Background: an optimization exercise with open tools, aiming at small area, a short achievable clock period and few clock cycles per item. Do not read the settings as production practice. In this exercise RTL edits were held to simulation tests only and were not proved equivalent to the original. Power figures rest on the tool's default switching activity, not on a simulated workload.

==> flow/design.v <==
module magma (
    input wire          clk,           
    input wire          reset_,        
    input wire          start,          
    input wire [63:0]   data_in,        
    input wire [255:0]  key,            
    input wire          encr_decr,      
    output reg [63:0]   data_out,       
    output reg          done            
);
    reg  [31:0] left, right;            
    wire [31:0] round_keys [0:31];      
    reg  [5:0]  round;                  
    reg  [31:0] temp;                   
    reg  [1:0] cntrl;                   
    reg done_r, done_rr;                
    reg work;                           
    reg en_de;              
    always @(posedge clk or negedge reset_)
        if (~reset_)
            en_de <= 1'b1;  
        else
            en_de <= (start)? encr_decr : en_de;
        wire [0:3] T [7 : 0];
         genvar j;
         generate
         for (j = 0; j < 8; j = j + 1) begin : T_block                     
             assign T[j] = temp[4 * j + 3 : 4 * j];
         end
         endgenerate
    wire [3:0] SBOX [0:7][0:15];
    assign  {SBOX[0][0],SBOX[0][1],SBOX[0][2],SBOX[0][3],SBOX[0][4],SBOX[0][5],SBOX[0][6],SBOX[0][7],
            SBOX[0][8],SBOX[0][9],SBOX[0][10],SBOX[0][11],SBOX[0][12],SBOX[0][13],SBOX[0][14],SBOX[0][15]}
        =   {4'd12, 4'd4, 4'd6, 4'd2, 4'd10, 4'd5, 4'd11, 4'd9, 4'd14, 4'd8, 4'd13, 4'd7, 4'd0, 4'd3, 4'd15, 4'd1};
    assign  {SBOX[1][0],SBOX[1][1],SBOX[1][2],SBOX[1][3],SBOX[1][4],SBOX[1][5],SBOX[1][6],SBOX[1][7],
            SBOX[1][8],SBOX[1][9],SBOX[1][10],SBOX[1][11],SBOX[1][12],SBOX[1][13],SBOX[1][14],SBOX[1][15]}
        =   {4'd6, 4'd8, 4'd2, 4'd3, 4'd9, 4'd10, 4'd5, 4'd12, 4'd1, 4'd14, 4'd4, 4'd7, 4'd11, 4'd13, 4'd0, 4'd15};
    assign  {SBOX[2][0],SBOX[2][1],SBOX[2][2],SBOX[2][3],SBOX[2][4],SBOX[2][5],SBOX[2][6],SBOX[2][7],
            SBOX[2][8],SBOX[2][9],SBOX[2][10],SBOX[2][11],SBOX[2][12],SBOX[2][13],SBOX[2][14],SBOX[2][15]}
        =   {4'd11, 4'd3, 4'd5, 4'd8, 4'd2, 4'd15, 4'd10, 4'd13, 4'd14, 4'd1, 4'd7, 4'd4, 4'd12, 4'd9, 4'd6, 4'd0};
    assign  {SBOX[3][0],SBOX[3][1],SBOX[3][2],SBOX[3][3],SBOX[3][4],SBOX[3][5],SBOX[3][6],SBOX[3][7],
            SBOX[3][8],SBOX[3][9],SBOX[3][10],SBOX[3][11],SBOX[3][12],SBOX[3][13],SBOX[3][14],SBOX[3][15]}
        =   {4'd12, 4'd8, 4'd2, 4'd1, 4'd13, 4'd4, 4'd15, 4'd6, 4'd7, 4'd0, 4'd10, 4'd5, 4'd3, 4'd14, 4'd9, 4'd11};
    assign  {SBOX[4][0],SBOX[4][1],SBOX[4][2],SBOX[4][3],SBOX[4][4],SBOX[4][5],SBOX[4][6],SBOX[4][7],
            SBOX[4][8],SBOX[4][9],SBOX[4][10],SBOX[4][11],SBOX[4][12],SBOX[4][13],SBOX[4][14],SBOX[4][15]}
        =   {4'd7, 4'd15, 4'd5, 4'd10, 4'd8, 4'd1, 4'd6, 4'd13, 4'd0, 4'd9, 4'd3, 4'd14, 4'd11, 4'd4, 4'd2, 4'd12};
    assign  {SBOX[5][0],SBOX[5][1],SBOX[5][2],SBOX[5][3],SBOX[5][4],SBOX[5][5],SBOX[5][6],SBOX[5][7],
            SBOX[5][8],SBOX[5][9],SBOX[5][10],SBOX[5][11],SBOX[5][12],SBOX[5][13],SBOX[5][14],SBOX[5][15]}
        =   {4'd5, 4'd13, 4'd15, 4'd6, 4'd9, 4'd2, 4'd12, 4'd10, 4'd11, 4'd7, 4'd8, 4'd1, 4'd4, 4'd3, 4'd14, 4'd0};
    assign  {SBOX[6][0],SBOX[6][1],SBOX[6][2],SBOX[6][3],SBOX[6][4],SBOX[6][5],SBOX[6][6],SBOX[6][7],
            SBOX[6][8],SBOX[6][9],SBOX[6][10],SBOX[6][11],SBOX[6][12],SBOX[6][13],SBOX[6][14],SBOX[6][15]}
        =   {4'd8, 4'd14, 4'd2, 4'd5, 4'd6, 4'd9, 4'd1, 4'd12, 4'd15, 4'd4, 4'd11, 4'd0, 4'd13, 4'd10, 4'd3, 4'd7};
    assign  {SBOX[7][0],SBOX[7][1],SBOX[7][2],SBOX[7][3],SBOX[7][4],SBOX[7][5],SBOX[7][6],SBOX[7][7],
            SBOX[7][8],SBOX[7][9],SBOX[7][10],SBOX[7][11],SBOX[7][12],SBOX[7][13],SBOX[7][14],SBOX[7][15]}
        =   {4'd1, 4'd7, 4'd14, 4'd13, 4'd0, 4'd5, 4'd8, 4'd3, 4'd4, 4'd15, 4'd10, 4'd6, 4'd9, 4'd12, 4'd11, 4'd2};
        genvar i;
        generate
            for (i = 0; i < 8; i = i + 1) begin : gen_round_keys_1                      
                    assign round_keys[i] = key[255 - (i % 8) * 32 -: 32];              
            end
        endgenerate
        generate
            for (i = 8; i < 24; i = i + 1) begin : gen_round_keys_23                    
                    assign round_keys[i] = (en_de)? key[255 - (i % 8) * 32 -: 32] :    
                                                    key[255 - (7 - i % 8) * 32 -: 32]; 
            end
        endgenerate
        generate
            for (i = 24; i < 32; i = i + 1) begin : gen_round_keys_4                    
                    assign round_keys[i] = key[255 - (7 - i % 8) * 32 -: 32];          
            end
        endgenerate
        always @(posedge clk or negedge reset_)
            if (~reset_)
                {done, done_r} <= 2'b0;
            else
                {done, done_r} <= (start)? 2'b0 : {done_r & done_rr, done_rr};
        always @(posedge clk or negedge reset_)
            if (~reset_)
                work <= 1'b0;
            else
                work <= (start  )? 1'b1 :
                        (done & done_r)? 1'b0 :
                        work;
        always @(posedge clk or negedge reset_) begin
            if (~reset_) begin
                left    <= 1'b0;
                right   <= 1'b0;
                done_rr <= 1'b0;
                temp    <= 64'b0;
                round <= 1'b0;
                cntrl <= 1'b0;
            end else
            if (work) begin
                if (round == 0) begin
                    left   <= data_in[63:32];
                    right  <= data_in[31:0];
                    done_rr <= 1'b0;
                    round  <= 1;
                    cntrl  <= 0;
                end else if (round <= 32) begin
                    cntrl  <= (cntrl < 3)? cntrl + 1 : 0;
                    if (cntrl == 0) begin
                        temp <= right + round_keys[round - 1];
                    end
                    else if (cntrl == 1) begin
                        temp <= {SBOX[7][T[7]], SBOX[6][T[6]],
                                 SBOX[5][T[5]], SBOX[4][T[4]],
                                 SBOX[3][T[3]], SBOX[2][T[2]],
                                 SBOX[1][T[1]], SBOX[0][T[0]]};
                    end
                    else if (cntrl == 2) begin
                        temp <= {temp[20:0], temp[31:21]};
                    end
                    else if (cntrl == 3) begin
                        right <= left ^ temp;
                        left  <= right;
                        round <= round + 1;
                    end
                end
                else begin
                    data_out <= {right, left};
                    done_rr <= 1'b1;
                end
            end 
            else
                round <= 0;
        end
endmodule
==> flow/run.sh <==
#!/bin/bash
# synth_recipe.tcl (not shown) runs the flow's synth.tcl, then flattens the netlist and writes it again
# the make line also repeats each setting of config.mk as NAME=value (left out here)
make -C /OpenROAD-flow-scripts/flow DESIGN_CONFIG=/design/flow/config.mk WORK_HOME=/design/flow/orfs CLKGATE_MAP_FILE= SYNTH_SCRIPT=/design/flow/synth_recipe.tcl finish
==> flow/config.mk <==
export PLATFORM = sky130hd
export DESIGN_NAME = magma
export DESIGN_NICKNAME = magma
export VERILOG_FILES = /design/flow/design.v
export SDC_FILE = /design/flow/constraint.sdc
export NUM_CORES = 4
export LEC_CHECK = 0
export CAP_MARGIN = 20
export CORE_MARGIN = 2
export CORE_UTILIZATION = 40
export SLEW_MARGIN = 20
==> flow/constraint.sdc <==
create_clock -name core_clock -period 8.0 [get_ports {clk}]
set_input_delay 1.6000 -clock core_clock [delete_from_list [all_inputs] [get_ports {clk}]]
set_output_delay 1.6000 -clock core_clock [all_outputs]
set_load 0.01 [all_outputs]
==> flow_metrics.tcl <==
set metrics [dict create \
    outcome "complete, no violations" \
    final_cells 2536 \
    combPwrFrac 0.712 \
    die_h_um 197 \
    syn_to_final_growth_pct 31.7 \
    drtIter0Drc 2483 \
    max_freq_ghz 0.138 \
    yosysTopAreaCellShare 0.182 \
    synthesis.nets 2161 \
    antenna_found_initial 3 \
    use_met2 0.542 \
    chipWidth_um 197 \
    clkPwrFrac 0.088 \
    fin_ws_ns 0.762 \
    postCtsSetupBuffers 0 \
    p_seq_frac 0.201 \
    synth.largest_area_cell "dfrtp_1" \
    synthTopCellsByArea "dfrtp_1, edfxtp_1, ha_1, a21oi_1, o21ai_0" \
    grt_pass1_vias 15479 \
    vias 16345 \
    power.density_nw_per_um2 456 \
    drv_slew 0 \
    clock-root-buffer "clkbuf_16" \
    leakagePower_nw 7.69 \
    synthDistinctLibCells 82 \
    rsz0062_at_grt "false" \
    dpl.cell_count 2502 \
    switching_share 0.534 \
    fin_tns_setup_ns 0 \
    yosysSeqAreaShare 0.314 \
    synth_most_common_cell "nand2_1" \
    viasPerCell 6.45 \
    critical_path_class "register to register" \
    cts.sinks 173 \
    grt_max_degree 129 \
    fp.coreArea_um2 36500 \
    tightest_slew_ns 0.918 \
    fin_area_um2 19500 \
    routed_wirelength_um 67200 \
    clockBufferDepth 2 \
    met1_usage 0.440 \
    power_mw 8.91 \
    cp.arrival_ns 7.57 \
    place_hpwl_um 51900 \
    post_dp_cell_area_um2 19000 \
    ant_nets 0 \
    drc 0 \
    grt_overflow 0 \
    pin_count 389 \
    fin_skew_ns 0.0109 \
    netlist_area_um2 14800 \
    worstHoldPathType "register to register" \
    io_buffers 388 \
    drive_gt1_frac 0.0532 \
    cts-hold-fix-buffers 0 \
    final_net_count 2454 \
    avgSynthCellArea_um2 8.43 \
    wire_per_inst_um 26.5 \
    switchingPower_mw 4.76 \
    grtUsageTotal 0.336 \
    cts_max_level 4 \
    p_int_mw 4.15 \
    cts.clk_slew.worst_paths_ns 0.07 \
    maxCapViolCount 0 \
    hold_violations 0 \
    fin_util 0.535 \
    relSlewSlack 0.388 \
    start_util 0.406 \
    grtUsageMet3 0.0472 \
    cts_tree "yes" \
    firstDrtPassIters 11 \
    synth_edf_count 64 \
    crit_path_end_kind "register" \
    period_share 0.905 \
    holdWs_ns 0.492 \
    post_cts_resize_count 0 \
    ir_drop_uv 270 \
    synthCells 1760 \
    final.min_clock_period_ns 7.24 \
    critPathLaunchType "register" \
    cts_buffers 17 \
    row_count 70 \
    ys.flop_type "dfrtp_1" \
    cp.required_ns 8.33 \
    gp_congestion 1.00 \
    async_flop_share 0.630 \
    insertion_delay_ns 0.45 \
    synth-seq-cells 173 \
    pre_cts_ws_ns 0.966 \
    cp_max_fo 25 \
    synth_common_cells "nand2_1, a21oi_1, o21ai_0, nor2_1, clkbuf_1" \
    die_area_um2 38600 \
    grt_pass1_wl_um 97800 \
    busiest_layer "met2" \
    ys_warn_count 1 \
    setup_viol 0 \
]
-- routing by layer --
| metal | vias to the layer above | part of all wire |
|---|---|---|
| li1 | 7331 | - |
| met1 | 7821 | 0.40 |
| met2 | 1007 | 0.46 |
| met3 | 184 | 0.080 |
| met4 | 2 | 0.054 |
| met5 | - | 0.00024 |
-- layout make-up --
| type | count | area, um2 |
|---|---|---|
| Antenna cell | 2 | 5.00 |
| Clock buffer | 18 | 429 |
| Clock inverter | 14 | 113 |
| Fill cell | 3424 | 17000 |
| Inverter | 44 | 165 |
| Multi-Input combinational cell | 1396 | 9440 |
| Sequential cell | 173 | 4650 |
| Tap cell | 468 | 586 |
| Timing Repair Buffer | 421 | 4130 |
-- power groups by stage --
stage,Sequential [mW],Combinational (mW),Clock [mW]
2_1_floorplan,1.46,4.63,0
3_3_place_gp,1.79,6.08,0
3_5_place_dp,1.80,6.17,0
4_1_cts,1.79,6.21,0.793
5_1_grt,1.83,6.91,0.825
6_report,1.79,6.34,0.782
-- worst max-delay path, stage by stage (launching register included) --
cell       delay, ns
dfrtp_1         0.55
inv_1           0.19
ha_1            0.70
nor2b_1         0.37
nand2_1         0.13
o21ai_0         0.41
a21o_1          0.42
nand4bb_1       0.29
or3_1           0.63
a211oi_1        0.13
a41oi_1         0.28
ha_1            0.33
and4_1          0.21
o311ai_0        0.66
o21ai_0         0.46
a31oi_1         0.48
a211oi_1        0.17
o311ai_0        0.40
mux2i_1         0.23
nand2_1         0.06
-- cell families after synthesis --
family,after synthesis,synth area share
XOR/XNOR,63,0.0372
flip-flops,173,0.314
AND/OR/NAND/NOR,500,0.160
AO/OA/AOI/OAI,674,0.313
buffers and inverters,191,0.0519
multiplexers,82,0.0587
adder cells (fa/ha/maj),77,0.0655
-- final timing paths --
kind                          start  slack, ns   endpoint  cells after the start
max                        round[0]       0.76   temp[29]                     19
min                          done_r       0.49       done                      1
max reg2reg                round[0]       0.76   temp[29]                     19
min reg2reg                  done_r       0.49       done                      1
max in group asynchronous    reset_       5.51   left[12]                      2
min in group asynchronous    reset_       1.23  right[21]                      1
-- cells in the final DEF (no fill, tap or decap), types with 6 or more instances in the layout --
cell / n
nand2_1: 185
mux2i_1: 69
or2_2: 9
dfrtp_1: 108
a22o_1: 10
ha_1: 75
a211oi_2: 7
nand2b_1: 13
o22ai_1: 8
a222oi_1: 65
xnor2_1: 44
nand3b_1: 6
o21ai_0: 143
a211oi_1: 29
a41oi_1: 7
nand4_1: 21
edfxtp_1: 64
and2_1: 7
and3_1: 14
nor3_1: 25
a21o_1: 41
clkbuf_16: 17
nor2b_1: 26
nor2_1: 118
a31oi_1: 29
clkdlybuf4s50_1: 387
mux2_2: 10
a221o_1: 11
a221oi_1: 52
o211ai_1: 18
o21a_1: 13
xor2_1: 19
a21oi_1: 149
nand3_1: 35
a22oi_1: 35
inv_1: 44
buf_4: 33
-- state kept, by name (all words and copies together), names as in the netlist --
signal / cells
cntrl: 2
temp: 32
round: 6
done_rr: 1
done: 1
en_de: 1
data_out: 64
done_r: 1
right: 32
work: 1
left: 32
Testbench counts, summed over its fixed seeds: cycles 51,456, items 384.

## port drivers added, routing unchanged
The results above use ideal ports. As a check the final layout listed here was re-extracted and re-timed, cells and wires unchanged. Step 1: set_driving_cell puts a clkbuf_16 on clk and a buf_2 on each other input, an assumption about the parent block. Step 2 times the ports against the registers' clock, not the clock port: input delays grow and output delays shrink by t, the midpoint of the rising clock arrivals with the driver on. Slacks: ideal ports / drivers / drivers and shift; pairs: ideal ports / drivers.
t (ns): 0.486
setup slack, ns: 0.762 / 0.762 / 0.762
worst hold slack (ns): 0.492 / 0.492 / 0.492
slew at the worst register clock pin (ns): 0.07 / 0.07
After both steps setup and hold are still met in this run. For this run, drivers alone change the setup slack by 0.000 ns; drivers and shift together by 0.000 ns.
